From an optimization exercise on the open Yosys and OpenROAD flow, aimed at small area, a short achievable clock period and few clock cycles per item; shortcuts taken in it are not production practice.
No run shown here included a check of the RTL's function; only the layout flow was run.
Power and IR drop assume default switching activity.

## flow/design.v (module list and top-level ports; edited modules follow where they fit)
// module booth_multiplier: 588 lines
// module booth_final_adder: 228 lines
// module booth_ks1: 11 lines
// module booth_ks2: 11 lines
// module booth_ks3: 11 lines
// module booth_ks4: 11 lines
// module booth_ks5: 11 lines
// module booth_ks6: 11 lines
// module booth_ks7: 8 lines
module booth_multiplier(clk, reset_n, multiplier, multiplicand, op_start, op_clear, result, op_done);
  // ...
==> flow/flow/run.sh <==
#!/bin/bash
# Standard layout with two changes: the port buffers are plain buffers (buf_2)
# instead of delay buffers, and synthesis leaves adders to abc (no full-adder
# cells). Registers are untouched by either change.
bash standard.sh ADDER_MAP_FILE= "BUFFER_PORTS_ARGS=-buffer_cell sky130_fd_sc_hd__buf_2" finish > standard.log 2>&1
==> flow/standard.sh <==
#!/bin/bash
# synth_recipe.tcl (not shown) runs the flow's synth.tcl, then flattens the netlist and writes it again
# the make line also repeats each setting of config.mk as NAME=value (left out here)
make -C /OpenROAD-flow-scripts/flow DESIGN_CONFIG=/design/flow/config.mk WORK_HOME=/design/flow/orfs CLKGATE_MAP_FILE= SYNTH_SCRIPT=/design/flow/synth_recipe.tcl "${@:-finish}"
==> flow/config.mk <==
export PLATFORM = sky130hd
export DESIGN_NAME = booth_multiplier
export DESIGN_NICKNAME = booth_multiplier
export VERILOG_FILES = /design/flow/design.v
export SDC_FILE = /design/flow/constraint.sdc
export NUM_CORES = 4
export LEC_CHECK = 0
export CAP_MARGIN = 20
export CORE_MARGIN = 2
export CORE_UTILIZATION = 40
export CTS_CLUSTER_DIAMETER = 100
export CTS_CLUSTER_SIZE = 20
export SETUP_SLACK_MARGIN = 3.3
export SLEW_MARGIN = 20
export SYNTH_HIERARCHICAL = 1
==> flow/constraint.sdc <==
create_clock -name core_clock -period 6.0 [get_ports {clk}]
set_input_delay 1.2000 -clock core_clock [delete_from_list [all_inputs] [get_ports {clk}]]
set_output_delay 1.2000 -clock core_clock [all_outputs]
set_load 0.01 [all_outputs]
==> summary.md, run 1 <==
| Metric | Value |
|---|---|
| Actual slew at the worst max-slew pin | `approximately 1100 ps` |
| Seq. pwr | `3.48 mW` |
| DP Area | `between 0.02 and 0.03 mm^2` |
| Via Count | `roughly 23000` |
| Avg WL per Cell | `roughly 24 um` |
| Inverters, non-clock | `130` |
| Top flop regs | `B x64, S x64, lo x64` |
| Comb group | `11.5 mW` |
| Yosys warns | `7` |
| Global-route wire length before repair | `around 140000 um` |
| Multi-input logic area | `approximately 0.020 mm^2` |
| Combinational group share of total power | `between 60 and 70%` |
| Setup crit start kind | `flip-flop` |
| Register area | `approximately 0.0072 mm^2` |
| Seq Cell Count | `289` |
| Post-synthesis cell area | `roughly 0.028 mm^2` |
| Final hold vios | `0` |
| Placed cell count | `between 4000 and 5000` |
| Root buf cell | `clkbuf_16` |
| Tapcell count | `940` |
| CTS tree | `built` |
| Core Rows | `between 90 and 100` |
| I/O Pins | `roughly 260` |
| Switching part of the total power | `40.7%` |
| Crit path required time | `between 6000 and 7000 ps` |
| Layout non-clock buf frac | `approximately 6.7%` |
| Met3 Track Usage GR | `a little over 4%` |
| Initial antenna violation count | `0` |
| Vias in the first global route | `~22000` |
| Outcome | `finished clean` |
| CLK BUF | `29` |
| Setup Buffers After CTS | `24` |
| Share of cells above drive strength 1 | `around 24%` |
==> inputs of run 2 (changes only) <==
--- a/flow/config.mk
+++ b/flow/config.mk
@@ -12,3 +12,3 @@
 export CTS_CLUSTER_SIZE = 20
-export SETUP_SLACK_MARGIN = 3.3
+export SETUP_SLACK_MARGIN = 3.5
 export SLEW_MARGIN = 20
==> run 2 against run 1 <==
Against the previous run: still clean on timing, DRC and antenna; wire length up 3.1%; non-clock buffer count rose by 46; combinational power increased by 6%; sequential cell count unchanged; synthesized area unchanged; sequential power is 1% higher; worst setup slack better by 110 ps; largest cell class unchanged; largest power group unchanged.
==> summary.md, run 2 <==
| Metric | Value |
|---|---|
| Outcome | `finished clean (unchanged)` |
| Delay-heaviest family, CP | `adder cells (unchanged)` |
| Buf/Inv on CP | `1 (was 2)` |
| ANT nets after route | `0 (unchanged)` |
| CTS Buffer Depth | `3 (unchanged)` |
| Core region area | `0.0698 mm^2 (unchanged)` |
| RSZ-0062 raised after global routing | `true (unchanged)` |
| # diodes | `0 (unchanged)` |
| Top flop regs | `B x64, S x64, lo x64 (unchanged)` |
| P&R area growth vs syn | `20.7% (was 12.8%)` |
| Setup crit start kind | `flip-flop (unchanged)` |
| Achievable Freq | `392 MHz (was 376 MHz)` |
| Largest net degree at the start of global routing | `78 (was 69)` |
| Die Ht | `269 um (unchanged)` |
| Core Rows | `97 (unchanged)` |
| Max-cap viol count | `0 (unchanged)` |
| Avg WL per Cell | `24.1 um (was 23.6 um)` |
| Post-CTS Hold Buffers | `0 (unchanged)` |
| Root buf cell | `clkbuf_16 (unchanged)` |
| CP Capture Type | `flip-flop (unchanged)` |
| TritonCTS buffer count | `22 (was 23)` |
| DIE AREA | `0.0723 mm^2 (unchanged)` |
| Most frequent cells in the layout | `xnor2_1 (571), buf_2 (260), nand2_1 (199) (was xnor2_1 (618), buf_2 (260), a22oi_1 (248))` |
| Crit path DAT | `3020 ps (was 3140 ps)` |
| Worst vdd ir | `0.331 mV (was 0.235 mV)` |
| Crit-path cells | `buf_16 -> a22oi_1 -> xnor2_1 -> maj3_2 -> maj3_1 -> maj3_1 -> a22o_1 (was buf_4 -> buf_16 -> a22oi_1 -> xnor2_1 -> maj3_2 -> maj3_1 -> maj3_1 -> a22o_1)` |
| Critical path type | `reg -> reg (unchanged)` |
| CTS tree | `built (unchanged)` |
| Multi-input logic area | `0.0214 mm^2 (was 0.0198 mm^2)` |
| Max-slew violations | `0 (unchanged)` |
| CP Max Fanout | `36 (was 18)` |
| Share of cells above drive strength 1 | `36.4% (was 24.0%)` |
| Cell Pwr Density | `513 mW/mm^2 (was 529 mW/mm^2)` |
| Lkg Pwr | `12.6 nW (was 11.8 nW)` |
| Global-route wire length before repair | `144000 um (was 143000 um)` |
| Register area | `0.00730 mm^2 (was 0.00722 mm^2)` |
| Total Neg Setup Slack | `0 ps (unchanged)` |
| Final Wtd Congestion | `0.988 (was 0.998)` |
| Clock sink count | `289 (unchanged)` |
| Slowest CP cell | `dfxtp_4 (unchanged)` |
| Fillers | `6666 (was 6940)` |
| Max_slew headroom | `39.2% (was 25.1%)` |
| Post-synthesis cell area | `0.0281 mm^2 (unchanged)` |
| Actual slew at the worst max-slew pin | `912 ps (was 1120 ps)` |
| Drt pass-1 iters | `6 (was 5)` |
| GRT Total Usage | `26.3% (about the same)` |
| Worst skew pair latency | `600 ps (was 590 ps)` |
| Crit path required time | `6470 ps (was 6490 ps)` |
| I/O Pins | `261 (unchanged)` |
| Port Buf Inserts | `260 (unchanged)` |
| Setup Viol. Count Final | `0 (unchanged)` |
| CP most frequent cell | `maj3_1 (unchanged)` |
| Vias in the first global route | `22700 (was 22500)` |
| Pwr Total | `17.4 mW (was 16.8 mW)` |
| Worst-path clk slew | `90 ps (about the same)` |
| Layout Nets | `3345 (was 3300)` |
| Congestion Overflow GR | `0 (unchanged)` |
| Worst min path class | `in -> async (unchanged)` |
| Clk_skew | `30.8 ps (was 23.1 ps)` |
| Via Count | `23400 (was 22900)` |
| Post-synthesis cell count | `3007 (unchanged)` |
| H-tree Lvls | `1 (unchanged)` |
| Total wire length | `100000 um (was 97400 um)` |
| Final hold vios | `0 (unchanged)` |
| Vias/cell | `5.62 (was 5.54)` |
| Crit-path max cell delay | `440 ps (was 570 ps)` |
| Initial antenna violation count | `0 (unchanged)` |
| Starting Density | `40.2% (unchanged)` |
| Final period util | `42.5% (was 44.3%)` |
| Post-DP HPWL | `69100 um (was 69000 um)` |
| Yosys warns | `7 (unchanged)` |
| Initial DRC count | `1898 (was 1817)` |
| DR DRC count | `0 (unchanged)` |
| Min Tclk post-route | `2550 ps (was 2660 ps)` |
| Most common cell after layout, fill and taps aside | `xnor2_1 (unchanged)` |
| Syn avg cell area | `9.34 um^2 (unchanged)` |
| Die width | `269 um (unchanged)` |
==> run 2: layout make-up <==
type	instances	share of cell area, %
multi-input combinational	2408	63.2
sequential	289	21.5
timing repair buffer	362	8.12
tap	940	3.47
clock buffer	28	1.75
inverter	130	1.44
clock inverter	12	0.513
==> run 2: path summary, 6_finish.rpt <==
kind	start	end	slack [ps]	cells after the start
hold reg to reg	cnt[0]	cnt[0]	500	1
min in group core_clock	cnt[0]	cnt[0]	500	1
setup / recovery	e_two[1]	S[25]	3450	7
max in group asynchronous	reset_n	busy	5490	1
setup reg to reg	e_two[1]	S[25]	3450	7
hold / removal	reset_n	fin	390	1
==> run 2: per-layer routing <==
layer / global-route usage [%] / up-vias / part of all wire [%]
met2: 45.7 / 810 / 49
met3: 3.22 / 131 / 5.9
li1: - / 10800 / -
met5: 0 / - / 0
met1: 35.0 / 11600 / 43
met4: 5.60 / 0 / 2.7
==> run 2: power breakdown <==
part / internal [mW] / leakage (nW) / switching, mW / total [mW]
clock network: 0.824 / 0.374 / 0.891 / 1.71
logic: 6.83 / 9.49 / 5.32 / 12.2
registers: 2.58 / 2.72 / 0.949 / 3.53
==> run 2: stage by stage <==
step	hold slack (ps)	util, %	worst slack, ps	cell area [um^2]	cells
2_1_floorplan	454	-	3630	28100	3009
3_3_place_gp	478	42.6	2720	29800	4044
3_5_place_dp	474	42.6	2680	29800	4044
4_1_cts	356	45.8	3420	32000	4144
5_1_grt	366	48.6	3380	33900	4169
6_report	387	48.6	3450	33900	4169
==> run 2: timing repair <==
action / in CTS / in global routing
gates cloned: 3 / 4
pin swaps: 5 / 68
gates resized for setup: 222 / 364
setup endpoints to repair: 267 / 119
buffers inserted: 57 / 21

[separate check: timing with driven ports]
In the flow no input, the clock included, has a driving cell. The finished layouts below were timed again as built, in two steps.
Step 1 assumes that a clkbuf_16 drives the clock port and a buf_2 every other input.
Step 2 adds t to the input delays and takes it off the output delays; t is the mean of the earliest and latest rising clock arrival at the registers after step 1. Input paths then give back, and output paths get back, about the clock's delay inside the block.
Three values: no drivers, after step 1, after step 2; two values: the first two.
run	t (ns)	slack for setup (ns)	hold WS [ns]	clock arrival spread, ns	worst register clock-pin slew, ns
run 1	0.643	3.341 / 3.341 / 3.341	0.391 / 0.358 / 0.514	0.024 / 0.023	0.09 / 0.09
run 2	0.648	3.451 / 3.451 / 3.451	0.387 / 0.361 / 0.499	0.033 / 0.032	0.10 / 0.10
After both steps every run listed still meets setup and hold.
